Source: an optimization exercise on an open RTL-to-GDS flow (aim: small area). Production flows keep margins and buffers that such runs may drop.
Only simulation tests tie the RTL to the original design; equivalence was not proved.
Power and IR drop assume default switching activity.

### design.v
`timescale 1ns / 1ps
module uart_top #(
    parameter OPERAND_WIDTH = 512,
    parameter ADDER_WIDTH   = 32,
    parameter NBYTES        = OPERAND_WIDTH / 8,
    parameter CLK_FREQ      = 125_000_000,
    parameter BAUD_RATE     = 115_200
) (
    input wire iClk, iRst,
    input wire iRx,
    output wire oTx
);
    reg [511:0] rRing;
    reg [8:0]   rPh;
    reg [10:0]  rCyc;
    reg [3:0]   rBit;
    reg [6:0]   rByte;
    reg         rTx;      
    reg         rBusy;    
    reg         rC;       
    reg         rCout;    
    reg         rNext;    
    reg         rOut;
    wire wBnd   = rCyc[10] & rCyc[5] & rCyc[4] & rCyc[3] & rCyc[2];  
    wire wWin   = ~rCyc[10] & (rCyc[9] ^ rCyc[8]);                   
    wire wHit   = (rPh == {rByte[5:0], rBit[2:0]});
    wire wEn    = rBusy & ~rBit[3] & wWin & wHit;
    wire wInA   = ~rTx & rByte[6];
    wire wInB   = ~rTx & ~rByte[6];
    wire wLast  = &rPh;
    wire wCin   = rC | (wEn & wInB & iRx);
    wire wNew   = (wEn & wInA) ? iRx : (rRing[0] ^ wCin);
    wire wGen   = rRing[0] & wCin;
    wire wEnd   = rBusy & rBit[3] & (rBit[0] ^ ~rTx);
    wire wStart = ~rBusy & (rTx ? wBnd : ~iRx);
    always @(posedge iClk) begin
        rRing <= {wNew, rRing[511:1]};
        rPh   <= rPh + 1'b1;
        rC    <= wGen & ~wLast;
        rCout <= ~wInA & (rCout | (wGen & wLast));
        if (wBnd | (~rBusy & ~rTx & ~iRx)) rCyc <= 0;
        else                               rCyc <= rCyc + 1'b1;
        if (wStart)             rBit <= {4{~rTx}};
        else if (rBusy & wBnd)  rBit <= rBit + 1'b1;
        if (wEn) rNext <= (rTx & rByte[6]) ? (rCout & ~|rBit[2:0]) : rRing[0];
        if (iRst) begin
            rBusy <= 1'b0;
            rTx   <= 1'b0;
            rByte <= 7'd127;
            rOut  <= 1'b1;
        end else begin
            rBusy <= wStart | (rBusy & ~wEnd);
            if (wEnd) begin
                if (rTx & rByte[6]) rByte[6] <= 1'b0;
                else                rByte    <= rByte - 1'b1;
                if (rByte == 7'd0)  rTx      <= ~rTx;
            end
            if (~rBusy & rTx & wBnd) rOut <= 1'b0;
            else if (rBusy & wBnd)   rOut <= ~rTx | rBit[3] | rNext;
        end
    end
    assign oTx = rOut;
endmodule
### run.sh
#!/bin/bash
# synth_recipe.tcl (not shown) runs the flow's synth.tcl, then flattens the netlist and writes it again
# the make line also repeats each setting of config.mk as NAME=value (left out here)
make -C /OpenROAD-flow-scripts/flow DESIGN_CONFIG=/design/flow/config.mk WORK_HOME=/design/flow/orfs CLKGATE_MAP_FILE= SYNTH_SCRIPT=/design/flow/synth_recipe.tcl finish
### config.mk
export PLATFORM = sky130hd
export DESIGN_NAME = uart_top
export DESIGN_NICKNAME = uart_top
export VERILOG_FILES = /design/flow/design.v
export SDC_FILE = /design/flow/constraint.sdc
export NUM_CORES = 4
export LEC_CHECK = 0
export CAP_MARGIN = 20
export CORE_MARGIN = 2
export CORE_UTILIZATION = 40
export PLACE_DENSITY = 0.6
export SLEW_MARGIN = 20
### constraint.sdc
create_clock -name core_clock -period 13.0 [get_ports {iClk}]
set_input_delay 2.6000 -clock core_clock [delete_from_list [all_inputs] [get_ports {iClk}]]
set_output_delay 2.6000 -clock core_clock [all_outputs]
set_load 0.01 [all_outputs]
==> run summary, run 1 <==
DR iter-0 viols 227; die area between 30000 and 40000 um2; DP Wirelength around 5700 um; clk slew on worst S/H paths ~0.060 ns; dominant cell type by area after synthesis dfxtp_1; r2r setup slk 10.97 ns; I/O pins 4; R2R Path End rRing[511]$_DFF_P_; highest achievable clock rate 251 MHz; nets approximately 770; CP arrival 1.38 ns; worst path required time about 10 ns; Crit Path Max Fanout 2; CP max stage cell clkdlybuf4s50_1; worst r2r path cells 6; Filler cells between 2000 and 2500; Startpoint Class flop; PD cells 225 nW/um2; FFs w/ async S/R, synth 0; WS Path Type reg2out; Top FF cell, synth dfxtp_1; WL final ~12000 um; RSZ-0062 raised after global routing false; # setup viols final 0; largest net degree at the start of global routing 19; number of clock sinks between 500 and 600; Slew Limit Fails 0; FF/Latch Area 11000 um2; PortBufs 3; Hold Crit Class reg2reg; Avg WL per Cell approximately 10 um; flops & latches, synth roughly 550; max_cap viols 0; share of cells above drive strength 1 0.104; worst-margin pin slew 0.712 ns; Max Root-Sink Buffers 3; Post-CTS Hold Fix Bufs 0; Final Hold Viols 0; Avg Inst Size Synth 17.0 um2; Vias ~4500; top cell type's share of synthesized area 0.900; number of global-route vias before repair between 4000 and 5000; reg2reg start rBit[0]$_DFFE_PP_; Yosys cell types 44; hold slack 0.318 ns; DRC violations left 0; sum of negative setup slack 0 ns; Post-DRT Antenna Nets 0; Top delay family on crit path buffers and inverters; Rows between 60 and 70; top post-synthesis cells by area dfxtp_1 90%, xnor2_1 1.3%, edfxtp_1 1.2%, ha_1 0.83%, nor2_1 0.65%; die width between 150 and 200 um; die height ~180 um; LEAKAGE ~5.7 nW; Pre-antenna DRT Iters 5; syn_nets 721; TritonCTS Buffers 47; grt ovf 0; P&R area growth vs syn 18.1%; Overall Global Routing Usage 0.0842; switching pwr 0.000583 W; worst hold start rRing[181]$_DFF_P_; n_diodes 0; Yosys Warn Count 1; global placement routability congestion ~0.72; Multi-input gate area a little under 1000 um2; outcome no timing/DRC/antenna violations; worst-path cell chain clkdlybuf4s50_1; initial antenna violation count 0; via/cell ratio 3.85; Root Buffer clkbuf_16; Initial Util 0.407; Post-synth EDFFs 5; Max-Slew Margin vs Limit 0.522; CP bufs+invs 1; clock network fraction of total power 0.467; final worst path period need roughly 4 ns; Cells after Synth just over 700; Seq/Total Area, Yosys 0.912; combinational share of power 0.005; Worst setup EP type primary output; cell-internal power approximately 0.0026 W; max incr delay on CP 0.53 ns; peak supply drop about 110 uV; PostCTS Resize Cnt 0; clk latency of the worst-skew pair 0.53 ns; clk_skew 0.00969 ns; TritonCTS clock tree built; fin crit share 0.306; first-pass GRT wire length around 22000 um; Min-Delay Path Depth 0; Sw Share 0.182; core area around 30000 um2; Hold Path End rRing[180]$_DFF_P_; top cells by count, synth 544 x dfxtp_1, 21 x nor2_1, 18 x xnor2_1; Mapped Area 12100 um2; CTS HTree Levels 2; Post-CTS Setup Bufs 0; sequential fraction of design power 0.528; count leader, synth dfxtp_1
## power groups by stage
| stage | sequential, W | combinational, W | clock [W] |
|---|---|---|---|
| after floorplan | 0.00173 | 0.0000156 | 0 |
| after global placement | 0.00173 | 0.0000169 | 0 |
| after detailed placement | 0.00173 | 0.0000174 | 0 |
| after CTS | 0.00169 | 0.0000175 | 0.00155 |
| after global routing | 0.00169 | 0.0000200 | 0.00161 |
| final | 0.00169 | 0.0000174 | 0.00150 |
## sequential cells by signal (all words and copies together) (netlist names)
| signal | flops |
|---|---|
| rCout | 1 |
| rRing | 512 |
| rNext | 1 |
| rTx | 1 |
| rByte | 7 |
| rCyc | 11 |
| rBit | 4 |
| rPh | 9 |
| rC | 1 |
| rBusy | 1 |
| rOut | 1 |
## kinds of logic after synthesis
kind of cell / after synthesis / synth area share
AO/OA/AOI/OAI: 29 / 0.0158
XOR/XNOR: 27 / 0.0195
adder cells (fa/ha/maj): 8 / 0.00827
buffers and inverters: 17 / 0.00776
flip-flops: 549 / 0.912
multiplexers: 3 / 0.00258
AND/OR/NAND/NOR: 77 / 0.0337
## worst max path at each step
stage / depth (start not counted) / start / endpoint
floorplan: 4 / iRx / rCyc[2]$_SDFF_PP0_
CTS: 4 / iRx / rCyc[10]$_SDFF_PP0_
global route: 1 / rOut$_SDFFE_PP1P_ / oTx
detailed placement: 4 / iRx / rCyc[10]$_SDFF_PP0_
finish: 1 / rOut$_SDFFE_PP1P_ / oTx
global placement: 4 / iRx / rCyc[10]$_SDFF_PP0_
## area by class of cell
cell class                 instances  share of cell area
timing repair buffer               3             0.00210
sequential                       549               0.772
clock buffer                      67              0.0976
clock inverter                    18              0.0236
tap                              390              0.0341
inverter                          10             0.00263
multi-input combinational        144              0.0677
## metal layers
layer / global-route usage / vias up / share of wire
met4: 0.0417 / 0 / 0.031
met2: 0.106 / 80 / 0.35
li1: - / 2359 / -
met3: 0.0298 / 35 / 0.056
met5: 0 / - / 0
met1: 0.126 / 2075 / 0.57
## cell usage in the layout, fill, tap and decap left out, drive strengths merged, types with 2 or more instances in the layout
cell           instances
nor2b                  3
ha                     8
and3                   5
a21oi                  5
mux2i                  2
inv                   13
xnor2                 18
nand2                 14
clkbuf                67
o21bai                 3
o31ai                  2
edfxtp                 5
nor3                   6
nand3                  7
clkinv                 6
o21ai                 12
and4                   2
bufinv                 9
nor2                  21
dfxtp                544
xor2                   9
clkdlybuf4s50          3
nand4                  6
a31o                   2
or4                    2
or3b                   2
nor4                   2
## metrics by stage
step / utilization / instances / setup slack (ns) / power [W] / cell area (um2)
after detailed placement: 0.423 / 1096 / 8.19 / 0.00175 / 12600
after floorplan: - / 710 / 9.46 / 0.00175 / 12100
after CTS: 0.481 / 1181 / 8.77 / 0.00326 / 14300
after global routing: 0.481 / 1181 / 8.95 / 0.00332 / 14300
final: 0.481 / 1181 / 9.02 / 0.00321 / 14300
after global placement: 0.423 / 1096 / 8.26 / 0.00175 / 12600
==> run 2: changes to the inputs <==
==> design.v (replaced) <==
`timescale 1ns / 1ps
module uart_top #(
    parameter OPERAND_WIDTH = 512,
    parameter ADDER_WIDTH   = 32,
    parameter NBYTES        = OPERAND_WIDTH / 8,
    parameter CLK_FREQ      = 125_000_000,
    parameter BAUD_RATE     = 115_200
) (
    input wire iClk, iRst,
    input wire iRx,
    output wire oTx
);
    reg [511:0] rRing;
    reg [8:0]   rPh;
    reg [10:0]  rCyc;
    reg [3:0]   rBit;
    reg [6:0]   rByte;
    reg         rTx;      
    reg         rC;       
    reg         rNext;    
    reg         rOut;
    wire wBnd   = rCyc[10] & rCyc[5] & rCyc[4] & rCyc[3] & rCyc[2];  
    wire wWin   = ~rCyc[10] & (rCyc[9] ^ rCyc[8]);                   
    wire wHit   = (rPh == {rByte[5:0], rBit[2:0]});
    wire wEn    = ~rBit[3] & wWin & wHit;
    wire wInA   = ~rTx & rByte[6];
    wire wInB   = ~rTx & ~rByte[6];
    wire wLast  = &rPh;
    wire wCin   = rC | (wEn & wInB & iRx);
    wire wNew   = (wEn & wInA) ? iRx : (rRing[0] ^ wCin);
    wire wGen   = rRing[0] & wCin;
    wire wBit8  = rBit[3] & ~rBit[0];
    wire wBit9  = rBit[3] & ~rBit[2] & rBit[0];
    wire wStart = ~rTx & ~iRx & rBit[3] & ~rBit[2];                  
    wire wByte  = wBit8 & (wBnd | wStart);
    always @(posedge iClk) begin
        rRing <= {wNew, rRing[511:1]};
        rPh   <= rPh + 1'b1;
        rC    <= wGen & ~wLast;
        if (wBnd | wStart) rCyc <= 0;
        else               rCyc <= rCyc + 1'b1;
        if (wInA)
            rNext <= 1'b0;
        else if (~rTx)
            rNext <= rNext | (wGen & wLast);
        else if (wEn)
            rNext <= rByte[6] ? (rNext & ~|rBit[2:0]) : rRing[0];
        if (iRst) begin
            rBit  <= 4'd9;
            rTx   <= 1'b0;
            rByte <= 7'd127;
            rOut  <= 1'b1;
        end else begin
            if (wStart)
                rBit <= 4'd15;
            else if (wBnd)
                rBit <= wBit9 ? {~rTx, 2'b00, ~rTx} : rBit + 1'b1;
            if (wByte) begin
                if (rTx & rByte[6]) rByte[6] <= 1'b0;
                else                rByte    <= rByte - 1'b1;
                if (rByte == 7'd0)  rTx      <= ~rTx;
            end
            if (rTx & wBnd) rOut <= ~wBit9 & (rBit[3] | rNext);
        end
    end
    assign oTx = rOut;
endmodule
--- a/config.mk
+++ b/config.mk
@@ -8,5 +8,6 @@
 export CAP_MARGIN = 20
 export CORE_MARGIN = 2
 export CORE_UTILIZATION = 40
+export CTS_BUF_LIST = sky130_fd_sc_hd__clkbuf_8
 export PLACE_DENSITY = 0.6
 export SLEW_MARGIN = 20
==> run 2 against run 1 <==
Cell area shrank 1.8%; cell count grew 3.4%; global-route usage grew 0.44 points; sequential power is essentially flat; utilization shrank 0.62 points; count of clock-buffer cells in the layout grew 32; clock power shrank 15%; non-clock buffer count grew 1; total power shrank 7.4%; first-iteration DRC count shrank 3.5%; via count grew 2.9%; critical endpoint unchanged.
==> run summary, run 2 <==
outcome no timing/DRC/antenna violations; Mapped Area 12000 um2 (-0.85%); DR iter-0 viols 219 (-3.5%); Avg WL per Cell 10.7 um (+1.9%); Top reg by flops rRing; cell-internal power 0.00239 W (-9.1%); initial antenna violation count 0 (unchanged); TritonCTS clock tree built; Yosys Warn Count 1 (unchanged); number of clock sinks 547 (-0.36%); Post-Layout Cell Count 1221 (+3.4%); number of global-route vias before repair 4697 (+3.5%); most common cell after layout, fill and taps aside dfxtp_1; top cell type's share of synthesized area 0.913 (+0.0127); sum of negative setup slack 0 ns (unchanged); sequential fraction of design power 0.566 (+0.038); Largest regs rRing: 512 flops, rCyc: 11 flops, rPh: 9 flops; DP Wirelength 6000 um (+4.5%); DRC violations left 0 (unchanged); CP arrival 1.46 ns (+0.08 ns); Max Root-Sink Buffers 3 (unchanged); via/cell ratio 3.83 (-0.51%); PostCTS Resize Cnt 0 (unchanged); Pre-antenna DRT Iters 4 (-1); WL final 13000 um (+5.4%); LEAKAGE 5.69 nW (about the same); max_cap viols 0 (unchanged); PortBufs 3 (unchanged); CP max stage cell clkdlybuf4s50_1; Post-CTS Setup Bufs 0 (unchanged); n_diodes 0 (unchanged); PD cells 212 nW/um2 (-5.7%); Startpoint Class flop; global placement routability congestion 0.723 (+0.75%); highest achievable clock rate 246 MHz (-1.9%); CP bufs+invs 1 (unchanged); worst-path cell chain clkdlybuf4s50_1; core area 29600 um2 (-0.53%); RSZ-0062 raised after global routing false; # setup viols final 0 (unchanged); clk slew on worst S/H paths 0.06 ns (about the same); top post-synthesis cells by area dfxtp_1 91%, xnor2_1 1.2%, ha_1 0.83%, xor2_1 0.51%, nor2_1 0.50%; Seq/Total Area, Yosys 0.913 (about the same); Post-DRT Antenna Nets 0 (unchanged); share of cells above drive strength 1 0.149 (+0.0456); Cells after Synth 701 (-1.3%); syn_nets 712 (-1.2%); Crit Path Max Fanout 2 (unchanged); WS Path Type reg2out; max reg flops 512 (unchanged); die width 177 um (-0.42%); grt ovf 0 (unchanged); Sw Share 0.197 (+0.0149); clock network fraction of total power 0.429 (-0.038); Initial Util 0.406 (-0.00130); clk_skew 0.00909 ns (-0.000604 ns); die height 177 um (-0.42%); Avg Inst Size Synth 17.1 um2 (+0.43%); Slew Limit Fails 0 (unchanged); final worst path period need 4.06 ns (+0.0763 ns); Overall Global Routing Usage 0.0886 (+0.00445); top cells by count, synth 547 x dfxtp_1, 16 x nor2_1, 16 x xnor2_1; clk latency of the worst-skew pair 0.56 ns (+0.03 ns); commonest non-fill, non-tap cells in the layout 547 x dfxtp_1, 99 x clkbuf_8, 27 x inv_1, 16 x nor2_1, 16 x xnor2_1; nets 787 (+2.7%); Yosys cell types 44 (unchanged); count leader, synth dfxtp_1; Top delay family on crit path buffers and inverters; combinational share of power 0.004 (about the same); FFs w/ async S/R, synth 0 (unchanged); I/O pins 4 (unchanged); TritonCTS Buffers 76 (+62%); Final Hold Viols 0 (unchanged); die area 31400 um2 (-0.83%); Hold Crit Class reg2reg; CTS HTree Levels 3 (+1); placed cells 1088 (-0.73%); Max-Slew Margin vs Limit 0.549 (+0.0270); first-pass GRT wire length 22200 um (+2.9%); switching pwr 0.000584 W (+0.17%); flops & latches, synth 547 (-0.36%); Post-synth EDFFs 0 (-5); Top FF cell, synth dfxtp_1; fin crit share 0.312 (+0.00587); max incr delay on CP 0.54 ns (about the same); Root Buffer clkbuf_8; Post-CTS Hold Fix Bufs 0 (unchanged); Rows 63 (unchanged); Filler cells 2566 (+4.6%); Multi-input gate area 992 um2 (+2.6%); Worst setup EP type primary output; largest net degree at the start of global routing 22 (+3); worst path required time 10.40 ns (about the same); dominant cell type by area after synthesis dfxtp_1; FF/Latch Area 11000 um2 (-0.82%); P&R area growth vs syn 17.0%; Vias 4679 (+2.9%); peak supply drop 99.0 uV (-7.4%); worst-margin pin slew 0.676 ns (-0.0357 ns)
run 2: cell types whose count changed in the layout (fill, tap and decap cells not counted), moves of 7 or more:
cell       before  now
clkbuf_8        8   99
clkbuf_16      50    0
inv_1          10   27
clkbuf_1        9    0
bufinv_16       9    1
o21ai_0        10    3
run 2: kinds of logic after synthesis:
kind of cell	Yosys count	share of synthesized area
simple gates	76	0.0350
xor+xnor	23	0.0168
compound gates	31	0.0198
buf+inv	13	0.00469
mux	3	0.00271
fa+ha+maj	8	0.00834
flops	547	0.913
run 2: power by group through the flow:
stage	clock (W)	combinational, W	sequential [W]
after CTS	0.00133	0.0000129	0.00168
after global routing	0.00140	0.0000145	0.00168
after detailed placement	0	0.0000129	0.00172
after global placement	0	0.0000127	0.00172
after floorplan	0	0.00000979	0.00172
final	0.00128	0.0000128	0.00168
run 2: final timing paths:
kind                                      endpoint  slack [ns]  cells past startpoint          startpoint
worst min-delay path            rRing[259]$_DFF_P_        0.32                      0  rRing[260]$_DFF_P_
worst max register to register    rTx$_SDFFE_PP0P_       10.98                      4    rTx$_SDFFE_PP0P_
worst min register to register  rRing[259]$_DFF_P_        0.32                      0  rRing[260]$_DFF_P_
worst max-delay path                           oTx        8.94                      1   rOut$_SDFFE_PP1P_
run 2: per-stage QoR:
step	power, W	utilization	setup slack [ns]	area, um2	hold slack (ns)
floorplan	0.00173	-	9.01	12000	0.310
global placement	0.00173	0.423	8.47	12500	0.310
detailed placement	0.00173	0.423	8.47	12500	0.312
CTS	0.00302	0.475	8.89	14000	0.314
global route	0.00310	0.475	8.89	14000	0.323
finish	0.00297	0.475	8.94	14000	0.317
run 2: layout make-up:
type,instances,area share
inverters,6,0.00160
multi-input cells,141,0.0707
repair buffers,4,0.00267
clock inverters,34,0.0131
well taps,390,0.0348
flip-flops and latches,547,0.780
clock buffers,99,0.0971
run 2: metal layers:
layer	GRT usage	vias up	routed length, um
li1	-	2434	-
met1	0.131	2131	7360
met2	0.103	78	4610
met3	0.0337	36	613
met4	0.0613	0	444
met5	0	-	0
==> run 3: changes to the inputs <==
--- a/config.mk
+++ b/config.mk
@@ -9,5 +9,7 @@
 export CORE_MARGIN = 2
 export CORE_UTILIZATION = 40
 export CTS_BUF_LIST = sky130_fd_sc_hd__clkbuf_8
+export CTS_CLUSTER_DIAMETER = 60
+export CTS_CLUSTER_SIZE = 22
 export PLACE_DENSITY = 0.6
 export SLEW_MARGIN = 20
==> run 3 against run 2 <==
Sequential power about the same; setup slack lost 0.043 ns; total power shrank 20%; global-route usage is 0.89 points lower; still clean; routed wire length decreased by 8.0%; critical path type unchanged; clock power decreased by 47%; synthesized cell count unchanged; utilization is 3.6 points lower; cell count is 7.9% lower; fmax fell by 1.0%; clock skew increased by 0.0069 ns; hold slack gained 0.017 ns.
==> run summary, run 3 <==
outcome no timing/DRC/antenna violations; Filler cells 2639 (+2.8%); Routed met2 length 4070 um (-12%); clk_skew 0.0160 ns (+0.00692 ns); Vias 4384 (-6.3%); DR iter-0 viols 207 (-5.5%); CP max stage cell clkdlybuf4s50_1; top cells by count, synth 547 x dfxtp_1, 16 x nor2_1, 16 x xnor2_1; PD cells 183 nW/um2 (-14%); Overall Global Routing Usage 0.0797 (-0.00886); worst path required time 10.40 ns (about the same); initial antenna violation count 0 (unchanged); number of global-route vias before repair 4154 (-12%); TritonCTS Buffers 29 (-62%); placed cells 1088 (unchanged); PostCTS Resize Cnt 0 (unchanged); count leader, synth dfxtp_1; Yosys cell types 44 (unchanged); metal3 WL 441 um (-28%); Max Root-Sink Buffers 3 (unchanged); hold slack 0.334 ns (+0.0169 ns); largest net degree at the start of global routing 23 (+4.5%); RSZ-0062 raised after global routing false; Post-CTS Setup Bufs 0 (unchanged); # setup viols final 0 (unchanged); top post-synthesis cells by area dfxtp_1 91%, xnor2_1 1.2%, ha_1 0.83%, xor2_1 0.51%, nor2_1 0.50%; Min-Delay Path Depth 0 (unchanged); Cells after Synth 701 (unchanged); FFs w/ async S/R, synth 0 (unchanged); grt ovf 0 (unchanged); highest achievable clock rate 244 MHz (-1.0%); Max-Slew Margin vs Limit 0.544 (-0.00550); CTS HTree Levels 1 (-2); CP bufs+invs 1 (unchanged); peak supply drop 72.7 uV (-27%); Avg Inst Size Synth 17.1 um2 (unchanged); flops & latches, synth 547 (unchanged); Yosys Warn Count 1 (unchanged); dominant cell type by area after synthesis dfxtp_1; Avg WL per Cell 10.7 um (-0.20%); r2r setup slk 10.97 ns (about the same); PortBufs 3 (unchanged); via/cell ratio 3.90 (+1.7%); commonest non-fill, non-tap cells in the layout 547 x dfxtp_1, 29 x clkbuf_8, 16 x nor2_1, 16 x xnor2_1, 11 x nand3_1; most common cell after layout, fill and taps aside dfxtp_1; Rows 63 (unchanged); global placement routability congestion 0.723 (unchanged); share of cells above drive strength 1 0.0626 (-0.0866); Worst setup EP type primary output; Post-CTS Hold Fix Bufs 0 (unchanged); worst hold start rRing[47]$_DFF_P_; max_cap viols 0 (unchanged); reg2reg start rTx$_SDFFE_PP0P_; Hold Path End rRing[46]$_DFF_P_; number of clock sinks 547 (unchanged); WL final 12000 um (-8.0%); top cell type's share of synthesized area 0.913 (unchanged); Largest regs rRing: 512 flops, rCyc: 11 flops, rPh: 9 flops; Met1 Routed Length 7070 um (-4.0%); core area 29600 um2 (unchanged); Pre-antenna DRT Iters 4 (unchanged); worst-path cell chain clkdlybuf4s50_1; DRC violations left 0 (unchanged); Seq/Total Area, Yosys 0.913 (unchanged); Top FF cell, synth dfxtp_1; Hold Crit Class reg2reg; Slew Limit Fails 0 (unchanged); WS Path Type reg2out; die area 31400 um2 (unchanged); Post-Layout Cell Count 1125 (-7.9%); die height 177 um (unchanged); DP Wirelength 6000 um (unchanged); clk slew on worst S/H paths 0.12 ns (+0.06 ns); Crit Path Max Fanout 2 (unchanged); worst r2r path cells 4 (unchanged); I/O pins 4 (unchanged); LEAKAGE 5.08 nW (-11%); nets 740 (-6.0%); Post-DRT Antenna Nets 0 (unchanged); max reg flops 512 (unchanged); sum of negative setup slack 0 ns (unchanged); die width 177 um (unchanged); clk latency of the worst-skew pair 0.59 ns (+0.03 ns); syn_nets 712 (unchanged); Top delay family on crit path buffers and inverters; worst-margin pin slew 0.684 ns (+0.00826 ns); first-pass GRT wire length 20400 um (-8.2%); fin crit share 0.315 (+0.00330); Mapped Area 12000 um2 (unchanged); Root Buffer clkbuf_8; P&R area growth vs syn 8.08%; R2R Path End rTx$_SDFFE_PP0P_; n_diodes 0 (unchanged); max incr delay on CP 0.54 ns (about the same); Post-synth EDFFs 0 (unchanged); Startpoint Class flop; CP arrival 1.50 ns (+0.04 ns); highest metal used met4; Top reg by flops rRing; Initial Util 0.406 (unchanged); TritonCTS clock tree built; Final Hold Viols 0 (unchanged); final worst path period need 4.10 ns (+0.0429 ns)
[run 3: cell counts after synthesis]
No cell type changed its count.
[run 3: logic make-up (layout without fill, tap and decap cells)]
family,count (synthesis),count (layout),synth area share
flops,547,547,0.913
simple gates,76,76,0.0350
compound gates,31,31,0.0198
xor+xnor,23,23,0.0168
buf+inv,13,47,0.00469
fa+ha+maj,8,8,0.00834
mux,3,3,0.00271
[run 3: final cells by class]
class | instances | area (um2) | share of cell area
clock buffers | 29 | 399 | 0.0308
clock inverters | 8 | 78.8 | 0.00608
inverters | 6 | 22.5 | 0.00174
multi-input cells | 141 | 992 | 0.0765
flip-flops and latches | 547 | 11000 | 0.844
well taps | 390 | 488 | 0.0376
repair buffers | 4 | 37.5 | 0.00289
[run 3: where the power goes]
part | internal, W | switching, W
logic | 0.00000605 | 0.00000671
clock network | 0.000229 | 0.000445
registers | 0.00168 | 0.00000413
total | 0.00191 | 0.000456
[run 3: how the worst max path moves through the flow]
stage	start	end	slack (ns)	depth (start not counted)
2_1_floorplan	iRx	rTx$_SDFFE_PP0P_	9.01	4
3_3_place_gp	iRx	rTx$_SDFFE_PP0P_	8.47	5
3_5_place_dp	iRx	rTx$_SDFFE_PP0P_	8.47	5
4_1_cts	rOut$_SDFFE_PP1P_	oTx	8.83	1
5_1_grt	rOut$_SDFFE_PP1P_	oTx	8.82	1
6_report	rOut$_SDFFE_PP1P_	oTx	8.90	1
[run 3: layer usage]
layer,vias to the layer above,track usage
met4,0,0.0344
met5,-,0
li1,2290,-
met3,33,0.0219
met1,2012,0.129
met2,49,0.0953
[run 3: through the flow]
stage / area (um2) / setup WS, ns / utilization / total power [W]
2_1_floorplan: 12000 / 9.01 / - / 0.00173
3_3_place_gp: 12500 / 8.47 / 0.423 / 0.00173
3_5_place_dp: 12500 / 8.47 / 0.423 / 0.00173
4_1_cts: 13000 / 8.83 / 0.439 / 0.00241
5_1_grt: 13000 / 8.82 / 0.439 / 0.00247
6_report: 13000 / 8.90 / 0.439 / 0.00237
==> run 4: changes to the inputs <==
--- a/config.mk
+++ b/config.mk
@@ -8,8 +8,8 @@
 export CAP_MARGIN = 20
 export CORE_MARGIN = 2
 export CORE_UTILIZATION = 40
-export CTS_BUF_LIST = sky130_fd_sc_hd__clkbuf_8
+export CTS_BUF_LIST = sky130_fd_sc_hd__clkbuf_16
 export CTS_CLUSTER_DIAMETER = 60
-export CTS_CLUSTER_SIZE = 22
+export CTS_CLUSTER_SIZE = 32
 export PLACE_DENSITY = 0.6
 export SLEW_MARGIN = 20
==> run 4 against run 3 <==
Count of clock-buffer cells in the layout fell by 4; die area did not move; utilization rose by 1.0 points; sequential cell count did not move.
==> run summary, run 4 <==
PortBufs 3 (unchanged); fin crit share 0.311 (-0.00495); Top FF cell, synth dfxtp_1; DRC violations left 0 (unchanged); mux cell area share after synthesis 0.00271 (unchanged); Max Root-Sink Buffers 3 (unchanged); xor/xnor share of the synthesized area 0.0168 (unchanged); clk slew on worst S/H paths 0.11 ns (about the same); top cells by count, synth 547 x dfxtp_1, 16 x nor2_1, 16 x xnor2_1; worst-margin pin slew 0.680 ns (-0.00409 ns); top cell type's share of synthesized area 0.913 (unchanged); Pre-antenna DRT Iters 4 (unchanged); syn_nets 712 (unchanged); commonest non-fill, non-tap cells in the layout 547 x dfxtp_1, 25 x clkbuf_16, 16 x nor2_1, 16 x xnor2_1, 11 x nand3_1; TritonCTS Buffers 24 (-17%); number of clock sinks 547 (unchanged); reg2reg start rTx$_SDFFE_PP0P_; CP startpoint rOut$_SDFFE_PP1P_; count leader, synth dfxtp_1; die height 177 um (unchanged); Worst setup EP type primary output; Post-CTS Setup Bufs 0 (unchanged); dominant cell type by area after synthesis dfxtp_1; FF/Latch Area 11000 um2 (unchanged); nets 735 (-0.68%); die width 177 um (unchanged); Cells after Synth 701 (unchanged); Top delay family on crit path buffers and inverters; Post-CTS Hold Fix Bufs 0 (unchanged); largest family of logic cells by synthesized area simple AND/OR/NAND/NOR gates; Synth Area in Compound Gates 0.0198 (unchanged); Yosys cell types 44 (unchanged); Largest regs rRing: 512 flops, rCyc: 11 flops, rPh: 9 flops; Avg Inst Size Synth 17.1 um2 (unchanged); PD cells 194 nW/um2 (+6.1%); # setup viols final 0 (unchanged); Slew Limit Fails 0 (unchanged); DR iter-0 viols 192 (-7.2%); max_cap viols 0 (unchanged); P&R area growth vs syn 10.6%; RSZ-0062 raised after global routing false; CP arrival 1.44 ns (-0.06 ns); WL final 12000 um (-0.21%); clk latency of the worst-skew pair 0.54 ns (-0.05 ns); Overall Global Routing Usage 0.0783 (-0.00144); outcome no timing/DRC/antenna violations; final worst path period need 4.04 ns (-0.0644 ns); share of cells above drive strength 1 0.0667 (+0.00408); Vias 4325 (-1.3%); Final Hold Viols 0 (unchanged); Post-Layout Cell Count 1125 (unchanged); DP Wirelength 6000 um (unchanged); Post-DRT Antenna Nets 0 (unchanged); worst hold start rRing[171]$_DFF_P_; Post-synth EDFFs 0 (unchanged); grt ovf 0 (unchanged); Max-Slew Margin vs Limit 0.547 (+0.00273); die area 31400 um2 (unchanged); Seq/Total Area, Yosys 0.913 (unchanged); WS Path Type reg2out; flops & latches, synth 547 (unchanged); Crit Path Max Fanout 2 (unchanged); via/cell ratio 3.84 (-1.3%); worst-path cell chain clkdlybuf4s50_1; Initial Util 0.406 (unchanged); first-pass GRT wire length 20100 um (-1.4%); PostCTS Resize Cnt 0 (unchanged); Yosys Warn Count 1 (unchanged); Post-Synth Adder-Cell Area 0.00834 (unchanged); initial antenna violation count 0 (unchanged); core area 29600 um2 (unchanged); hold slack 0.318 ns (-0.0162 ns); max incr delay on CP 0.54 ns (about the same); sum of negative setup slack 0 ns (unchanged); Avg WL per Cell 10.6 um (-0.21%); CP bufs+invs 1 (unchanged); top post-synthesis cells by area dfxtp_1 91%, xnor2_1 1.2%, ha_1 0.83%, xor2_1 0.51%, nor2_1 0.50%; I/O pins 4 (unchanged); n_diodes 0 (unchanged); TritonCTS clock tree built; max reg flops 512 (unchanged); number of global-route vias before repair 4083 (-1.7%); worst path required time 10.40 ns (about the same); FFs w/ async S/R, synth 0 (unchanged); placed cells 1088 (unchanged); Hold Crit Class reg2reg; area share of and/or/nand/nor cells after synthesis 0.0350 (unchanged); Multi-input gate area 992 um2 (unchanged); CP max stage cell clkdlybuf4s50_1; most common cell after layout, fill and taps aside dfxtp_1; clk_skew 0.0164 ns (+0.000366 ns); Filler cells 2612 (-1.0%); global placement routability congestion 0.723 (unchanged); peak supply drop 117 uV (+61%); Rows 63 (unchanged); largest net degree at the start of global routing 33 (+43%); Mapped Area 12000 um2 (unchanged); Startpoint Class flop; CTS HTree Levels 1 (unchanged); highest achievable clock rate 248 MHz (+1.6%); Top reg by flops rRing; LEAKAGE 5.20 nW (+2.4%); Root Buffer clkbuf_16
[run 4: cell counts after synthesis]
No cell type changed its count.
[run 4: cell families (layout without fill, tap and decap cells)]
family,count (synthesis),after routing
XOR/XNOR,23,23
adder cells (fa/ha/maj),8,8
buffers and inverters,13,47
flip-flops,547,547
multiplexers,3,3
AO/OA/AOI/OAI,31,31
AND/OR/NAND/NOR,76,76
[run 4: worst paths after layout]
check / slack, ns / cells after the start / to
setup / recovery: 8.96 / 1 / oTx
hold reg to reg: 0.32 / 0 / rRing[170]$_DFF_P_
setup reg to reg: 10.97 / 4 / rTx$_SDFFE_PP0P_
hold / removal: 0.32 / 0 / rRing[170]$_DFF_P_
[run 4: cell type report]
class	count	share of cell area
Sequential cell	547	0.825
Multi-Input combinational cell	141	0.0748
Clock buffer	25	0.0471
Tap cell	390	0.0368
Clock inverter	12	0.0115
Timing Repair Buffer	4	0.00283
Inverter	6	0.00170
[run 4: stage by stage]
step	setup slack, ns	total power [W]	utilization	cell area (um2)
6_report	8.96	0.00257	0.449	13300
3_5_place_dp	8.47	0.00173	0.423	12500
3_3_place_gp	8.47	0.00173	0.423	12500
5_1_grt	8.91	0.00267	0.449	13300
4_1_cts	8.92	0.00261	0.449	13300
2_1_floorplan	9.01	0.00173	-	12000
[run 4: power by group]
part	internal (W)	switching [W]	total [W]	leakage, nW
Clock	0.000374	0.000503	0.000877	0.381
Combinational	0.00000605	0.00000676	0.0000128	0.412
Sequential	0.00168	0.00000417	0.00168	4.40
[run 4: per-layer routing]
metal,GRT usage,share of wire,up-vias
li1,-,-,2290
met4,0.0324,0.029,0
met5,0,0,-
met2,0.0952,0.34,41
met3,0.0202,0.037,28
met1,0.127,0.60,1966
==> run 5: changes to the inputs <==
--- a/design.v
+++ b/design.v
@@ -19,8 +19,8 @@
     reg         rC;       
     reg         rNext;    
     reg         rOut;
-    wire wBnd   = rCyc[10] & rCyc[5] & rCyc[4] & rCyc[3] & rCyc[2];  
-    wire wWin   = ~rCyc[10] & (rCyc[9] ^ rCyc[8]);                   
+    wire wBnd   = rCyc[10] & rCyc[6];    
+    wire wWin   = rCyc[9];               
     wire wHit   = (rPh == {rByte[5:0], rBit[2:0]});
     wire wEn    = ~rBit[3] & wWin & wHit;
     wire wInA   = ~rTx & rByte[6];
@@ -37,7 +37,7 @@
         rRing <= {wNew, rRing[511:1]};
         rPh   <= rPh + 1'b1;
         rC    <= wGen & ~wLast;
-        if (wBnd | wStart) rCyc <= 0;
+        if (wBnd | wStart) rCyc <= 11'd4;
         else               rCyc <= rCyc + 1'b1;
         if (wInA)
             rNext <= 1'b0;
==> flow/run.sh (new file) <==
#!/bin/bash
# The standard layout, with clock tree synthesis told not to add dummy loads.
set -euo pipefail
export CTS_ARGS="-sink_clustering_enable -repair_clock_nets -dont_use_dummy_load -buf_list sky130_fd_sc_hd__clkbuf_8 -sink_clustering_size 22 -sink_clustering_max_diameter 60"
bash standard.sh > standard.log 2>&1
==> standard.sh (new file) <==
#!/bin/bash
# synth_recipe.tcl (not shown) runs the flow's synth.tcl, then flattens the netlist and writes it again
# the make line also repeats each setting of config.mk as NAME=value (left out here)
make -C /OpenROAD-flow-scripts/flow DESIGN_CONFIG=/design/flow/config.mk WORK_HOME=/design/flow/orfs CLKGATE_MAP_FILE= SYNTH_SCRIPT=/design/flow/synth_recipe.tcl "${@:-finish}"
--- a/config.mk
+++ b/config.mk
@@ -8,8 +8,8 @@
 export CAP_MARGIN = 20
 export CORE_MARGIN = 2
 export CORE_UTILIZATION = 40
-export CTS_BUF_LIST = sky130_fd_sc_hd__clkbuf_16
+export CTS_BUF_LIST = sky130_fd_sc_hd__clkbuf_8
 export CTS_CLUSTER_DIAMETER = 60
-export CTS_CLUSTER_SIZE = 32
+export CTS_CLUSTER_SIZE = 22
 export PLACE_DENSITY = 0.6
 export SLEW_MARGIN = 20
removed: run.sh
==> run 5 against run 4 <==
Global-route usage is 0.23 points higher; sequential power hardly changed; count of clock-buffer cells in the layout is 5 higher; fmax is 1.2% lower; critical path depth is 6 higher; register-to-register slack worse by 0.50 ns; hold slack worse by 0.058 ns; synthesized cell count stayed put.
==> run summary, run 5 <==
Yosys cell types 45 (+2.3%); Mapped Area 12000 um2 (about the same); n_diodes 0 (unchanged); Largest regs rRing: 512 flops, rCyc: 11 flops, rPh: 9 flops; # setup viols final 0 (unchanged); Vias 4327 (+0.046%); core area 29600 um2 (unchanged); Post-synth EDFFs 0 (unchanged); worst-margin pin slew 0.528 ns (-0.152 ns); share of cells above drive strength 1 0.0550 (-0.0116); Worst setup EP type flop; Worst Setup EP rNext$_SDFFE_PP0P_; number of clock sinks 547 (unchanged); CP max stage cell clkdlybuf4s50_1; highest achievable clock rate 245 MHz (-1.2%); Hold Crit Class reg2reg; TritonCTS clock tree built; DP Wirelength 5980 um (-0.39%); max_cap viols 0 (unchanged); Avg WL per Cell 10.7 um (+0.95%); Startpoint Class input pin; fin crit share 0.314 (+0.00375); FFs w/ async S/R, synth 0 (unchanged); clk slew on worst S/H paths 0.12 ns (about the same); CP arrival 4.51 ns (+3.07 ns); WS Path Type in2reg; r2r setup slk 10.47 ns (-0.50 ns); Pre-antenna DRT Iters 4 (unchanged); syn_nets 712 (unchanged); clk_skew 0.0599 ns (+0.0436 ns); Rows 63 (unchanged); grt ovf 0 (unchanged); top post-synthesis cells by area dfxtp_1 91%, xnor2_1 1.2%, ha_1 0.83%, xor2_1 0.66%, nand2_1 0.53%; initial antenna violation count 0 (unchanged); TritonCTS Buffers 30 (+25%); die height 177 um (about the same); CTS HTree Levels 1 (unchanged); Overall Global Routing Usage 0.0806 (+0.00226); top cells by count, synth 547 x dfxtp_1, 17 x nand2_1, 17 x xnor2_1; largest net degree at the start of global routing 23 (-30%); Seq/Total Area, Yosys 0.913 (about the same); reg2reg start rBit[2]$_SDFFE_PP0P_; Root Buffer clkbuf_8; PD cells 182 nW/um2 (-6.3%); Crit Path Max Fanout 3 (+1); die width 177 um (about the same); cell area after layout 12900 um2 (-3.0%); Top reg by flops rRing; die area 31400 um2 (about the same); cell-internal power 0.00189 W (-8.0%); sum of negative setup slack 0 ns (unchanged); Multi-input gate area 962 um2 (-3.0%); via/cell ratio 3.87 (+0.76%); flops & latches, synth 547 (unchanged); peak supply drop 91.7 uV (-22%); PostCTS Resize Cnt 0 (unchanged); WL final 12000 um (+0.23%); PortBufs 3 (unchanged); Final Hold Viols 0 (unchanged); R2R Path End rNext$_SDFFE_PP0P_; Avg Inst Size Synth 17.1 um2 (about the same); dominant cell type by area after synthesis dfxtp_1; placed instance area 12500 um2 (-0.24%); I/O pins 4 (unchanged); Post-CTS Hold Fix Bufs 0 (unchanged); FF/Latch Area 11000 um2 (unchanged); max incr delay on CP 0.48 ns (-0.06 ns); commonest non-fill, non-tap cells in the layout 547 x dfxtp_1, 30 x clkbuf_8, 17 x nand2_1, 17 x xnor2_1, 16 x nor2_1; clk latency of the worst-skew pair 0.58 ns (+0.04 ns); Initial Util 0.406 (about the same); Sw Share 0.190 (-0.00970); final worst path period need 4.09 ns (+0.0488 ns); Max Root-Sink Buffers 3 (unchanged); Slew Limit Fails 0 (unchanged); worst-path cell chain clkdlybuf4s50_1 -> a31o_2 -> ha_1 -> and3b_1 -> a2111oi_0 -> nor3_1 -> or3_1; Yosys Warn Count 1 (unchanged); combinational share of power 0.005 (about the same); count leader, synth dfxtp_1; Cells after Synth 701 (unchanged); CP startpoint iRx; outcome no timing/DRC/antenna violations; LEAKAGE 5.03 nW (-3.3%); worst path required time 13.43 ns (+3.03 ns); DRC violations left 0 (unchanged); Post-DRT Antenna Nets 0 (unchanged); global placement routability congestion 0.787 (+8.9%); worst r2r path cells 9 (+5); first-pass GRT wire length 20900 um (+3.9%); Top FF cell, synth dfxtp_1; switching pwr 0.000444 W (-13%); P&R area growth vs syn 7.30%; max reg flops 512 (unchanged); sequential fraction of design power 0.720 (+0.066); number of global-route vias before repair 4233 (+3.7%); Post-CTS Setup Bufs 0 (unchanged); nets 740 (+0.68%); most common cell after layout, fill and taps aside dfxtp_1; clock network fraction of total power 0.274 (-0.067); Filler cells 2618 (+0.23%); top cell type's share of synthesized area 0.913 (about the same); DR iter-0 viols 200 (+4.2%); RSZ-0062 raised after global routing false; Max-Slew Margin vs Limit 0.647 (+0.100)
[run 5: cell count changes in the layout (fill, tap and decap cells not counted), moves of 3 or more]
| cell | before | now |
|---|---|---|
| nand4_1 | 9 | 5 |
| inv_6 | 3 | 0 |
| a21o_1 | 3 | 0 |
| clkinv_8 | 3 | 0 |
| a31o_2 | 4 | 1 |
| clkbuf_8 | 0 | 30 |
| nand2_1 | 9 | 17 |
| clkbuf_16 | 25 | 0 |
| o21bai_1 | 3 | 0 |
[run 5: area by class of cell]
| class | count | share of cell area |
|---|---|---|
| Clock buffer | 30 | 0.0321 |
| Timing Repair Buffer | 3 | 0.00233 |
| Tap cell | 390 | 0.0379 |
| Sequential cell | 547 | 0.851 |
| Multi-Input combinational cell | 139 | 0.0747 |
| Inverter | 8 | 0.00233 |
[run 5: per-stage QoR]
step / power [W] / cells / hold slack (ns) / setup slack (ns) / utilization
finish: 0.00234 / 1117 / 0.260 / 8.91 / 0.436
CTS: 0.00237 / 1117 / 0.267 / 8.94 / 0.436
floorplan: 0.00173 / 701 / 0.310 / 9.00 / -
global route: 0.00244 / 1117 / 0.259 / 8.80 / 0.436
detailed placement: 0.00173 / 1087 / 0.312 / 8.37 / 0.422
global placement: 0.00173 / 1087 / 0.310 / 8.39 / 0.422
[run 5: cell families (layout without fill, tap and decap cells)]
kind of cell	Yosys count	in the layout	share of synthesized area
AOI/OAI and AO/OA	25	25	0.0155
xor gates and xnor gates	26	26	0.0190
adders and majority gates	8	8	0.00834
buffers and inverters	15	41	0.00709
DFF	547	547	0.913
muxes	2	2	0.00177
and+or+nand+nor	78	78	0.0356
[run 5: power groups by stage]
stage                     clock network (W)  logic [W]  registers [W]
after floorplan                           0  0.0000107        0.00172
after global placement                    0  0.0000121        0.00172
after detailed placement                  0  0.0000124        0.00172
after CTS                          0.000675  0.0000124        0.00168
after global routing               0.000738  0.0000143        0.00169
final                              0.000641  0.0000123        0.00168
[run 5: how the worst min path moves through the flow]
stage,from,end,slack [ns],cells past startpoint
after CTS,rRing[240]$_DFF_P_,rRing[239]$_DFF_P_,0.27,0
final,rRing[240]$_DFF_P_,rRing[239]$_DFF_P_,0.26,0
after detailed placement,rRing[173]$_DFF_P_,rRing[172]$_DFF_P_,0.31,0
after floorplan,rRing[1]$_DFF_P_,rRing[0]$_DFF_P_,0.31,0
after global routing,rRing[240]$_DFF_P_,rRing[239]$_DFF_P_,0.26,0
after global placement,rRing[404]$_DFF_P_,rRing[403]$_DFF_P_,0.31,0
[run 5: layer usage]
layer,up-vias,share of wire,track usage
met3,31,0.042,0.0226
met4,0,0.031,0.0286
li1,2249,-,-
met2,57,0.33,0.100
met1,1990,0.59,0.129
met5,-,0,0
[run 5: worst max-delay path, delay by kind of cell]
family,cells,cell delay [ns]
AO/OA/AOI/OAI,2,0.61
buffers and inverters,1,0.48
adder cells (fa/ha/maj),1,0.18
AND/OR/NAND/NOR,3,0.64
==> run 6: changes to the inputs <==
==> flow/run.sh (replaced) <==
#!/bin/bash
# The standard layout with two changes:
#  - synthesis maps the logic with an area-oriented ABC script (flow/abc_area.script);
#    everything else in synth_recipe.tcl, and so every register, stays as it is;
#  - clock tree synthesis adds no dummy loads.
set -euo pipefail
here=$(pwd)
{
  echo 'proc abc {args} {'
  echo '  set i [lsearch -exact $args -script]'
  echo "  lset args [expr {\$i+1}] $here/flow/abc_area.script"
  echo '  yosys abc {*}$args'
  echo '}'
  cat synth_recipe.tcl
} > area_synth.tcl
sed "s#SYNTH_SCRIPT=[^ ]*#SYNTH_SCRIPT=$here/area_synth.tcl#" standard.sh > area_standard.sh
grep -q "SYNTH_SCRIPT=$here/area_synth.tcl" area_standard.sh
export CTS_ARGS="-sink_clustering_enable -repair_clock_nets -dont_use_dummy_load -buf_list sky130_fd_sc_hd__clkbuf_8 -sink_clustering_size 22 -sink_clustering_max_diameter 60"
bash area_standard.sh > standard.log 2>&1
==> flow/abc_area.script (new file) <==
&get -n
&st
&syn2
&synch2
&dch -f
&nf -a
&put
strash
dch -f
map -a
topo
stime -c
==> run 6 against run 5 <==
Still clean; die area down 1.4%; clock skew down 0.021 ns; total power down 0.44%; utilization up 0.48 points; cell count up 0.81%; sequential share of layout area up 0.89 points; critical endpoint is now rByte[5]$_SDFFE_PP1P_.
==> run summary, run 6 <==
P&R area growth vs syn 7.69%; die width 176 um (-0.69%); top cells by count, synth 547 x dfxtp_1, 31 x clkinv_1, 21 x nor2_1; hold slack 0.299 ns (+0.0388 ns); WS Path Type in2reg; commonest non-fill, non-tap cells in the layout 547 x dfxtp_1, 31 x clkinv_1, 29 x clkbuf_8, 21 x nor2_1, 17 x nand2_1; Post-synth EDFFs 0 (unchanged); PortBufs 3 (unchanged); core area 28900 um2 (-2.1%); via/cell ratio 3.83 (-1.1%); Filler cells 2523 (-3.6%); flops & latches, synth 547 (unchanged); clk_skew 0.0393 ns (-0.0207 ns); grt ovf 0 (unchanged); global placement routability congestion 0.757 (-3.8%); LEAKAGE 4.92 nW (-2.0%); TritonCTS Buffers 29 (-3.3%); initial antenna violation count 0 (unchanged); worst path required time 13.43 ns (about the same); Pre-antenna DRT Iters 4 (unchanged); Yosys Warn Count 1 (unchanged); final worst path period need 4.60 ns (+0.513 ns); # setup viols final 0 (unchanged); DP Wirelength 5850 um (-2.1%); share of cells above drive strength 1 0.0418 (-0.0132); sum of negative setup slack 0 ns (unchanged); I/O pins 4 (unchanged); PD cells 183 nW/um2 (+0.61%); combinational share of power 0.006 (about the same); highest achievable clock rate 217 MHz (-11%); Post-CTS Hold Fix Bufs 0 (unchanged); FFs w/ async S/R, synth 0 (unchanged); RSZ-0062 raised after global routing false; Sw Share 0.190 (-0.000419); TritonCTS clock tree built; Max-Slew Margin vs Limit 0.701 (+0.0539); clk latency of the worst-skew pair 0.58 ns (about the same); Max Root-Sink Buffers 3 (unchanged); worst-margin pin slew 0.449 ns (-0.0786 ns); largest net degree at the start of global routing 23 (unchanged); outcome no timing/DRC/antenna violations; PostCTS Resize Cnt 0 (unchanged); CP startpoint iRx; DRC violations left 0 (unchanged); Overall Global Routing Usage 0.0785 (-0.00205); switching pwr 0.000441 W (-0.66%); n_diodes 0 (unchanged); Initial Util 0.409 (+0.00296); CP arrival 5.02 ns (+0.51 ns); CTS HTree Levels 1 (unchanged); die height 176 um (-0.69%); number of clock sinks 547 (unchanged); Avg Inst Size Synth 16.7 um2 (-2.6%); Avg WL per Cell 10.4 um (-3.0%); Seq/Total Area, Yosys 0.926 (+0.0129); clk slew on worst S/H paths 0.12 ns (about the same); dominant cell type by area after synthesis dfxtp_1; cell-internal power 0.00189 W (-0.39%); max reg flops 512 (unchanged); Yosys cell types 22 (-51%); Synth Area in Compound Gates 0.0219 (+0.00635); WL final 11700 um (-2.2%); Final Hold Viols 0 (unchanged); top cell type's share of synthesized area 0.926 (+0.0129); most common cell after layout, fill and taps aside dfxtp_1; max_cap viols 0 (unchanged); worst hold start rRing[201]$_DFF_P_; Crit Path Max Fanout 10 (+7); Hold Crit Class reg2reg; Cells after Synth 710 (+1.3%); syn_nets 721 (+1.3%); Vias 4314 (-0.30%); Largest regs rRing: 512 flops, rCyc: 11 flops, rPh: 9 flops; core occupancy in the finished layout 0.440 (+0.00477); peak supply drop 75.8 uV (-17%); Post-Synth Adder-Cell Area 0.00846 (+0.000118); mux cell area share after synthesis 0 (-0.00177); Multi-input gate area 763 um2 (-21%); Rows 62 (-1.6%); nets 755 (+2.0%); count leader, synth dfxtp_1; sequential fraction of design power 0.723 (+0.003); top post-synthesis cells by area dfxtp_1 93%, clkinv_1 0.98%, ha_1 0.85%, xor2_1 0.74%, o21ai_0 0.68%; Slew Limit Fails 0 (unchanged); first-pass GRT wire length 20200 um (-3.2%); Worst setup EP type flop; largest family of logic cells by synthesized area simple AND/OR/NAND/NOR gates; FF/Latch Area 11000 um2 (unchanged); Mapped Area 11800 um2 (-1.4%); die area 31000 um2 (-1.4%); Top reg by flops rRing; Root Buffer clkbuf_8; Post-CTS Setup Bufs 0 (unchanged); area share of and/or/nand/nor cells after synthesis 0.0253 (-0.0103); xor/xnor share of the synthesized area 0.00888 (-0.0101); number of global-route vias before repair 4123 (-2.6%); Top FF cell, synth dfxtp_1; Post-DRT Antenna Nets 0 (unchanged); fin crit share 0.354 (+0.0394); reg2reg start rCyc[6]$_SDFF_PP0_; Startpoint Class input pin; DR iter-0 viols 229 (+14%); clock network fraction of total power 0.271 (-0.003)
[run 6: cell types whose count changed in the layout (fill, tap and decap cells not counted), moves of 5 or more]
cell	change
xnor2_1	-15
a21oi_1	+11
inv_1	-8
o21ai_0	+12
nor2_1	+5
clkinv_1	+31
[run 6: logic make-up (layout without fill, tap and decap cells)]
kind of cell / count (synthesis) / in the layout
AOI/OAI and AO/OA: 45 / 45
xor gates and xnor gates: 12 / 12
adders and majority gates: 8 / 8
buffers and inverters: 31 / 63
DFF: 547 / 547
and+or+nand+nor: 67 / 67
[run 6: cell type report]
| type | instances | share of cell area |
|---|---|---|
| sequential | 547 | 0.860 |
| multi-input combinational | 132 | 0.0599 |
| tap | 384 | 0.0377 |
| clock buffer | 29 | 0.0313 |
| inverter | 31 | 0.00913 |
| timing repair buffer | 3 | 0.00236 |
[run 6: worst paths after layout]
path,end,slack (ns),cells after the start
worst max register to register,rByte[5]$_SDFFE_PP1P_,10.07,11
worst max-delay path,rByte[5]$_SDFFE_PP1P_,8.40,11
worst min register to register,rRing[200]$_DFF_P_,0.30,0
worst min-delay path,rRing[200]$_DFF_P_,0.30,0
[run 6: per-layer routing]
metal | track usage | share of wire | vias to the layer above
li1 | - | - | 2287
met1 | 0.130 | 0.60 | 1941
met2 | 0.0935 | 0.32 | 58
met3 | 0.0205 | 0.043 | 28
met4 | 0.0317 | 0.035 | 0
met5 | 0 | 0 | -
[run 6: power by group through the flow]
stage	clock network [W]	logic [W]	registers, W
floorplan	0	0.00000976	0.00172
global placement	0	0.0000125	0.00172
detailed placement	0	0.0000132	0.00172
CTS	0.000664	0.0000133	0.00168
global route	0.000725	0.0000159	0.00169
finish	0.000631	0.0000132	0.00168
[run 6: through the flow]
stage / setup WS [ns] / total power, W / area [um2] / std cells
after detailed placement: 7.82 / 0.00174 / 12300 / 1097
after global placement: 7.91 / 0.00173 / 12300 / 1097
after floorplan: 8.71 / 0.00173 / 11800 / 710
after CTS: 8.45 / 0.00236 / 12700 / 1126
final: 8.40 / 0.00233 / 12700 / 1126
after global routing: 8.02 / 0.00243 / 12700 / 1126
[run 6: critical path, cell delays in order]
cell and delay (ns):
clkdlybuf4s50_1 0.44, clkinv_1 0.07, nand3_1 0.15, nand2_1 0.33, clkinv_1 0.17, nor3_1 0.29
clkinv_1 0.14, a21oi_1 0.39, nand2_1 0.15, o21ai_0 0.20, nand3_1 0.10
==> run 7: changes to the inputs <==
--- a/flow/run.sh
+++ b/flow/run.sh
@@ -1,11 +1,13 @@
 #!/bin/bash
 # The standard layout with two changes:
-#  - synthesis maps the logic with an area-oriented ABC script (flow/abc_area.script);
+#  - synthesis maps the logic with an area-oriented ABC script (flow/abc_area.script)
+#    and leaves adders to ABC instead of mapping them to half/full adder cells first;
 #    everything else in synth_recipe.tcl, and so every register, stays as it is;
 #  - clock tree synthesis adds no dummy loads.
 set -euo pipefail
 here=$(pwd)
 {
+  echo 'set ::env(ADDER_MAP_FILE) ""'
   echo 'proc abc {args} {'
   echo '  set i [lsearch -exact $args -script]'
   echo "  lset args [expr {\$i+1}] $here/flow/abc_area.script"
==> flow/abc_area.script (replaced) <==
&get -n
&st
&synch2
&dch -f
&nf -a -R 1000
&put
stime -c
==> run 7 against run 6 <==
Count of clock-buffer cells in the layout unchanged; total power shrank 0.28%; still clean on timing, DRC and antenna; largest power group unchanged; via count down 4.6%; highest routed layer unchanged; critical path type unchanged; first-iteration DRC count down 3.1%; die area is 0.98% lower; utilization down 0.18 points; cell area fell by 0.93%; routed wire length decreased by 3.8%; fmax is 2.5% higher.
==> run summary, run 7 <==
PostCTS Resize Cnt 0 (unchanged); dominant cell type by area after synthesis dfxtp_1; reg2reg start rBit[3]$_SDFFE_PP1P_; met1 Usage GRT 0.122 (-0.00805); TritonCTS clock tree built; commonest non-fill, non-tap cells in the layout 547 x dfxtp_1, 29 x clkbuf_8, 21 x nor2_1, 13 x nand2_1, 12 x nor3_1; Post-CTS Hold Fix Bufs 0 (unchanged); Max Root-Sink Buffers 3 (unchanged); clk latency of the worst-skew pair 0.60 ns (+0.02 ns); met2 usage 0.0948 (+0.00131); number of clock sinks 547 (unchanged); sum of negative setup slack 0 ns (unchanged); share of cells above drive strength 1 0.0409 (-0.000876); WS Path Type in2reg; I/O pins 4 (unchanged); Seq/Total Area, Yosys 0.935 (+0.00939); placed instance area 12200 um2 (-0.96%); CTS HTree Levels 1 (unchanged); max reg flops 512 (unchanged); Worst Setup EP rByte[4]$_SDFFE_PP1P_; Crit Path Max Fanout 12 (+2); Post-synth EDFFs 0 (unchanged); P&R area growth vs syn 7.77% (about the same); Overall Global Routing Usage 0.0763 (-0.00224); global placement routability congestion 0.723 (-4.5%); Pre-antenna DRT Iters 4 (unchanged); peak supply drop 88.5 uV (+17%); Vias 4116 (-4.6%); Final Hold Viols 0 (unchanged); clk slew on worst S/H paths 0.12 ns (about the same); grt ovf 0 (unchanged); Hold Crit Class reg2reg; Root Buffer clkbuf_8; largest net degree at the start of global routing 23 (unchanged); Initial Util 0.407 (-0.00193); Post-CTS Setup Bufs 0 (unchanged); Cells after Synth 677 (-4.6%); Startpoint Class input pin; worst-margin pin slew 0.692 ns (+0.242 ns); top cells by count, synth 547 x dfxtp_1, 21 x nor2_1, 13 x nand2_1; outcome no timing/DRC/antenna violations; top cell type's share of synthesized area 0.935 (+0.00939); GR Util met3 0.0194 (-0.00109); Slew Limit Fails 0 (unchanged); clk_skew 0.0480 ns (+0.00869 ns); die width 175 um (-0.49%); count leader, synth dfxtp_1; CP startpoint iRx; Mapped Area 11700 um2 (-1.0%); worst r2r path cells 11 (unchanged); grt peak-use layer met1; FFs w/ async S/R, synth 0 (unchanged); Top reg by flops rRing; top post-synthesis cells by area dfxtp_1 94%, xor2_1 0.82%, nor2_1 0.67%, xnor2_1 0.60%, nor3_1 0.51%; LEAKAGE 4.86 nW (-1.3%); CP arrival 4.93 ns (-0.09 ns); die height 175 um (-0.49%); # setup viols final 0 (unchanged); n_diodes 0 (unchanged); r2r setup slk 10.18 ns (+0.11 ns); hold slack 0.289 ns (-0.00944 ns); DR iter-0 viols 222 (-3.1%); cell area after layout 12600 um2 (-0.93%); Top FF cell, synth dfxtp_1; core area 28800 um2 (-0.54%); DP Wirelength 5470 um (-6.5%); Worst setup EP type flop; via/cell ratio 3.77 (-1.7%); TritonCTS Buffers 29 (unchanged); nets 714 (-5.4%); PortBufs 3 (unchanged); Yosys Warn Count 1 (unchanged); fin crit share 0.345 (-0.00850); DRC violations left 0 (unchanged); placed cells 1064 (-3.0%); first-pass GRT wire length 19500 um (-3.9%); Avg Inst Size Synth 17.3 um2 (+3.8%); max_cap viols 0 (unchanged); syn_nets 680 (-5.7%); initial antenna violation count 0 (unchanged); worst path required time 13.44 ns (about the same); Post-DRT Antenna Nets 0 (unchanged); RSZ-0062 raised after global routing false; WL final 11300 um (-3.8%); Rows 62 (unchanged); number of global-route vias before repair 3972 (-3.7%); flops & latches, synth 547 (unchanged); final worst path period need 4.49 ns (-0.111 ns); most common cell after layout, fill and taps aside dfxtp_1; Largest regs rRing: 512 flops, rCyc: 11 flops, rPh: 9 flops; Post-Layout Cell Count 1093 (-2.9%); highest achievable clock rate 223 MHz (+2.5%); R2R Path End rByte[4]$_SDFFE_PP1P_; Max-Slew Margin vs Limit 0.535 (-0.166); Yosys cell types 31 (+41%); Avg WL per Cell 10.3 um (-0.92%); die area 30700 um2 (-0.98%); PD cells 184 nW/um2 (+0.66%)
==> run 7: power by group <==
part | leakage [nW] | switching, W | internal (W) | total [W]
logic | 0.243 | 0.00000468 | 0.00000414 | 0.00000882
clock network | 0.209 | 0.000430 | 0.000202 | 0.000631
registers | 4.41 | 0.00000266 | 0.00168 | 0.00168
==> run 7: metal layers <==
layer | vias up | wire length, um
li1 | 2184 | -
met1 | 1861 | 6660
met2 | 40 | 3810
met3 | 31 | 386
met4 | 0 | 426
met5 | - | 0
==> run 7: worst min-delay path by stage <==
| stage | cells after the start | from | to |
|---|---|---|---|
| 2_1_floorplan | 0 | rRing[1]$_DFF_P_ | rRing[0]$_DFF_P_ |
| 3_3_place_gp | 0 | rRing[21]$_DFF_P_ | rRing[20]$_DFF_P_ |
| 3_5_place_dp | 0 | rRing[272]$_DFF_P_ | rRing[271]$_DFF_P_ |
| 4_1_cts | 0 | rRing[20]$_DFF_P_ | rRing[19]$_DFF_P_ |
| 5_1_grt | 0 | rRing[407]$_DFF_P_ | rRing[406]$_DFF_P_ |
| 6_report | 0 | rRing[20]$_DFF_P_ | rRing[19]$_DFF_P_ |
==> run 7: metrics by stage <==
stage | worst slack, ns | power (W) | utilization
floorplan | 8.76 | 0.00173 | -
global placement | 7.98 | 0.00173 | 0.425
detailed placement | 7.92 | 0.00173 | 0.425
CTS | 8.53 | 0.00236 | 0.439
global route | 8.29 | 0.00242 | 0.439
finish | 8.51 | 0.00232 | 0.439
==> run 7: cells by family (layout without fill, tap and decap cells) <==
group / count (synthesis) / count (layout) / share of synthesized area
AOI/OAI and AO/OA: 28 / 28 / 0.0149
xor gates and xnor gates: 19 / 19 / 0.0142
buffers and inverters: 3 / 35 / 0.000961
DFF: 547 / 547 / 0.935
muxes: 1 / 1 / 0.000855
and+or+nand+nor: 79 / 79 / 0.0341
==> run 7: area by class of cell <==
| type | instances | area [um2] |
|---|---|---|
| Inverter | 3 | 11.3 |
| Sequential cell | 547 | 11000 |
| Fill cell | 2494 | 16200 |
| Tap cell | 384 | 480 |
| Timing Repair Buffer | 3 | 30.0 |
| Clock buffer | 29 | 399 |
| Multi-Input combinational cell | 127 | 749 |
==> run 7: worst max-delay path, cell delays in order <==
cell             delay (ns)
clkdlybuf4s50_1        0.47
nand2b_1               0.23
nand2_1                0.33
nand3b_1               0.21
a21o_1                 0.21
or2_0                  0.25
nor2_1                 0.21
nand2_1                0.16
a21oi_1                0.16
o21ai_0                0.09
==> run 8: changes to the inputs <==
--- a/flow/run.sh
+++ b/flow/run.sh
@@ -3,6 +3,7 @@
 #  - synthesis maps the logic with an area-oriented ABC script (flow/abc_area.script)
 #    and leaves adders to ABC instead of mapping them to half/full adder cells first;
 #    everything else in synth_recipe.tcl, and so every register, stays as it is;
+#  - the port buffers are the smallest buffer cell;
 #  - clock tree synthesis adds no dummy loads.
 set -euo pipefail
 here=$(pwd)
@@ -17,5 +18,6 @@
 } > area_synth.tcl
 sed "s#SYNTH_SCRIPT=[^ ]*#SYNTH_SCRIPT=$here/area_synth.tcl#" standard.sh > area_standard.sh
 grep -q "SYNTH_SCRIPT=$here/area_synth.tcl" area_standard.sh
+export BUFFER_PORTS_ARGS="-buffer_cell sky130_fd_sc_hd__buf_1"
 export CTS_ARGS="-sink_clustering_enable -repair_clock_nets -dont_use_dummy_load -buf_list sky130_fd_sc_hd__clkbuf_8 -sink_clustering_size 22 -sink_clustering_max_diameter 60"
 bash area_standard.sh > standard.log 2>&1
==> run 8 against run 7 <==
Utilization fell by 0.065 points; routed wire length fell by 0.66%; fmax rose by 7.5%; first-iteration DRC count fell by 17%; clock skew fell by 0.012 ns; register-to-register slack got worse by 0.08 ns; setup slack improved by 0.31 ns; hold slack improved by 0.0068 ns; synthesized area did not move; critical path depth rose by 1.
==> run summary, run 8 <==
TritonCTS clock tree built; DR iter-0 viols 185 (-17%); Yosys Warn Count 1 (unchanged); Post-DRT Antenna Nets 0 (unchanged); PortBufs 3 (unchanged); WL final 11200 um (-0.66%); share of cells above drive strength 1 0.0409 (unchanged); Overall Global Routing Usage 0.0759 (-0.000331); clk slew on worst S/H paths 0.11 ns (about the same); WS Path Type in2reg; Root Buffer clkbuf_8; count leader, synth dfxtp_1; FFs w/ async S/R, synth 0 (unchanged); global placement routability congestion 0.746 (+3.2%); die width 175 um (unchanged); Post-CTS Setup Bufs 0 (unchanged); grt ovf 0 (unchanged); Final Hold Viols 0 (unchanged); Setup WS post-layout 8.82 ns (+0.312 ns); I/O pins 4 (unchanged); highest achievable clock rate 240 MHz (+7.5%); worst-margin pin slew 0.635 ns (-0.0570 ns); n_diodes 0 (unchanged); largest net degree at the start of global routing 23 (unchanged); clk latency of the worst-skew pair 0.59 ns (about the same); Vias 4147 (+0.75%); Startpoint Class input pin; commonest non-fill, non-tap cells in the layout 547 x dfxtp_1, 29 x clkbuf_8, 21 x nor2_1, 13 x nand2_1, 12 x nor3_1; via/cell ratio 3.79 (+0.75%); clk_skew 0.0361 ns (-0.0118 ns); top cell type's share of synthesized area 0.935 (unchanged); Post-synth EDFFs 0 (unchanged); top post-synthesis cells by area dfxtp_1 94%, xor2_1 0.82%, nor2_1 0.67%, xnor2_1 0.60%, nor3_1 0.51%; die area 30700 um2 (unchanged); Rows 62 (unchanged); Avg Inst Size Synth 17.3 um2 (unchanged); P&R area growth vs syn 7.61%; Crit Path Max Fanout 12 (unchanged); die height 175 um (unchanged); Mapped Area 11700 um2 (unchanged); PD cells 184 nW/um2 (+0.23%); Max Root-Sink Buffers 3 (unchanged); outcome no timing/DRC/antenna violations; peak supply drop 113 uV (+28%); Seq/Total Area, Yosys 0.935 (unchanged); max reg flops 512 (unchanged); Tot Pwr 0.00232 W (about the same); CP arrival 4.67 ns (-0.26 ns); Avg WL per Cell 10.2 um (-0.66%); syn_nets 680 (unchanged); max_cap viols 0 (unchanged); number of clock sinks 547 (unchanged); Pre-antenna DRT Iters 3 (-1); Worst setup EP type flop; core area 28800 um2 (unchanged); Top reg by flops rRing; Initial Util 0.407 (unchanged); LEAKAGE 4.85 nW (-0.18%); PostCTS Resize Cnt 0 (unchanged); Yosys cell types 31 (unchanged); Largest regs rRing: 512 flops, rCyc: 11 flops, rPh: 9 flops; number of global-route vias before repair 4023 (+1.3%); # setup viols final 0 (unchanged); DRC violations left 0 (unchanged); Top FF cell, synth dfxtp_1; Post-CTS Hold Fix Bufs 0 (unchanged); Hold Crit Class reg2reg; fin crit share 0.321 (-0.0240); nets 714 (unchanged); most common cell after layout, fill and taps aside dfxtp_1; flops & latches, synth 547 (unchanged); sum of negative setup slack 0 ns (unchanged); Slew Limit Fails 0 (unchanged); final worst path period need 4.18 ns (-0.312 ns); DP Wirelength 5380 um (-1.7%); Cells after Synth 677 (unchanged); initial antenna violation count 0 (unchanged); Max-Slew Margin vs Limit 0.573 (+0.0383); RSZ-0062 raised after global routing false; Place WS 8.28 ns (+0.361 ns); top cells by count, synth 547 x dfxtp_1, 21 x nor2_1, 13 x nand2_1; worst path required time 13.50 ns (+0.06 ns); CTS HTree Levels 1 (unchanged); TritonCTS Buffers 29 (unchanged); first-pass GRT wire length 19500 um (about the same); dominant cell type by area after synthesis dfxtp_1
run 8: layout make-up:
cell class	instances	area, um2
clock buffer	29	399
inverter	3	11.3
timing repair buffer	3	11.3
sequential	547	11000
tap	384	480
multi-input combinational	127	749
fill	2492	16200
run 8: critical path: stages:
cell and delay [ns]:
buf_1 0.13, nand2b_1 0.21, nand2_1 0.36, nand3b_1 0.22, a21o_1 0.21, or2_0 0.25, nor2_1 0.22, nand2_1 0.16
nor3_1 0.18, nor2_1 0.06, nand2_1 0.08
run 8: cell families after synthesis:
| family | Yosys count | share of synthesized area |
|---|---|---|
| flops | 547 | 0.935 |
| simple gates | 79 | 0.0341 |
| compound gates | 28 | 0.0149 |
| xor+xnor | 19 | 0.0142 |
| buf+inv | 3 | 0.000961 |
| mux | 1 | 0.000855 |
run 8: final timing paths:
kind / start / end / slack (ns) / cells after the start
setup / recovery: iRx / rByte[5]$_SDFFE_PP1P_ / 8.82 / 11
hold / removal: rRing[234]$_DFF_P_ / rRing[233]$_DFF_P_ / 0.30 / 0
setup reg to reg: rBit[3]$_SDFFE_PP1P_ / rByte[5]$_SDFFE_PP1P_ / 10.10 / 12
hold reg to reg: rRing[234]$_DFF_P_ / rRing[233]$_DFF_P_ / 0.30 / 0
run 8: where the power goes:
group / switching [W] / internal, W / total (W)
logic: 0.00000488 / 0.00000374 / 0.00000862
clock network: 0.000432 / 0.000202 / 0.000634
registers: 0.00000260 / 0.00168 / 0.00168
total: 0.000439 / 0.00188 / 0.00232
run 8: through the flow:
stage	cell area, um2	std cells	util	hold WS [ns]
2_1_floorplan	11700	677	-	0.310
3_3_place_gp	12200	1064	0.424	0.311
3_5_place_dp	12200	1064	0.424	0.312
4_1_cts	12600	1093	0.438	0.301
5_1_grt	12600	1093	0.438	0.304
6_report	12600	1093	0.438	0.296
run 8: per-layer routing:
| metal | track usage | vias up | share of wire |
|---|---|---|---|
| li1 | - | 2191 | - |
| met1 | 0.123 | 1890 | 0.60 |
| met2 | 0.0942 | 38 | 0.32 |
| met3 | 0.0200 | 28 | 0.035 |
| met4 | 0.0292 | 0 | 0.036 |
| met5 | 0 | - | 0 |

Check on run 8: ideal ports give 8.825 ns setup slack; a clkbuf_16 on the clock port and buf_2 on the inputs give 8.840 ns; moving port delays by the midpoint clock arrival (0.599 ns) as well gives 8.240 ns.
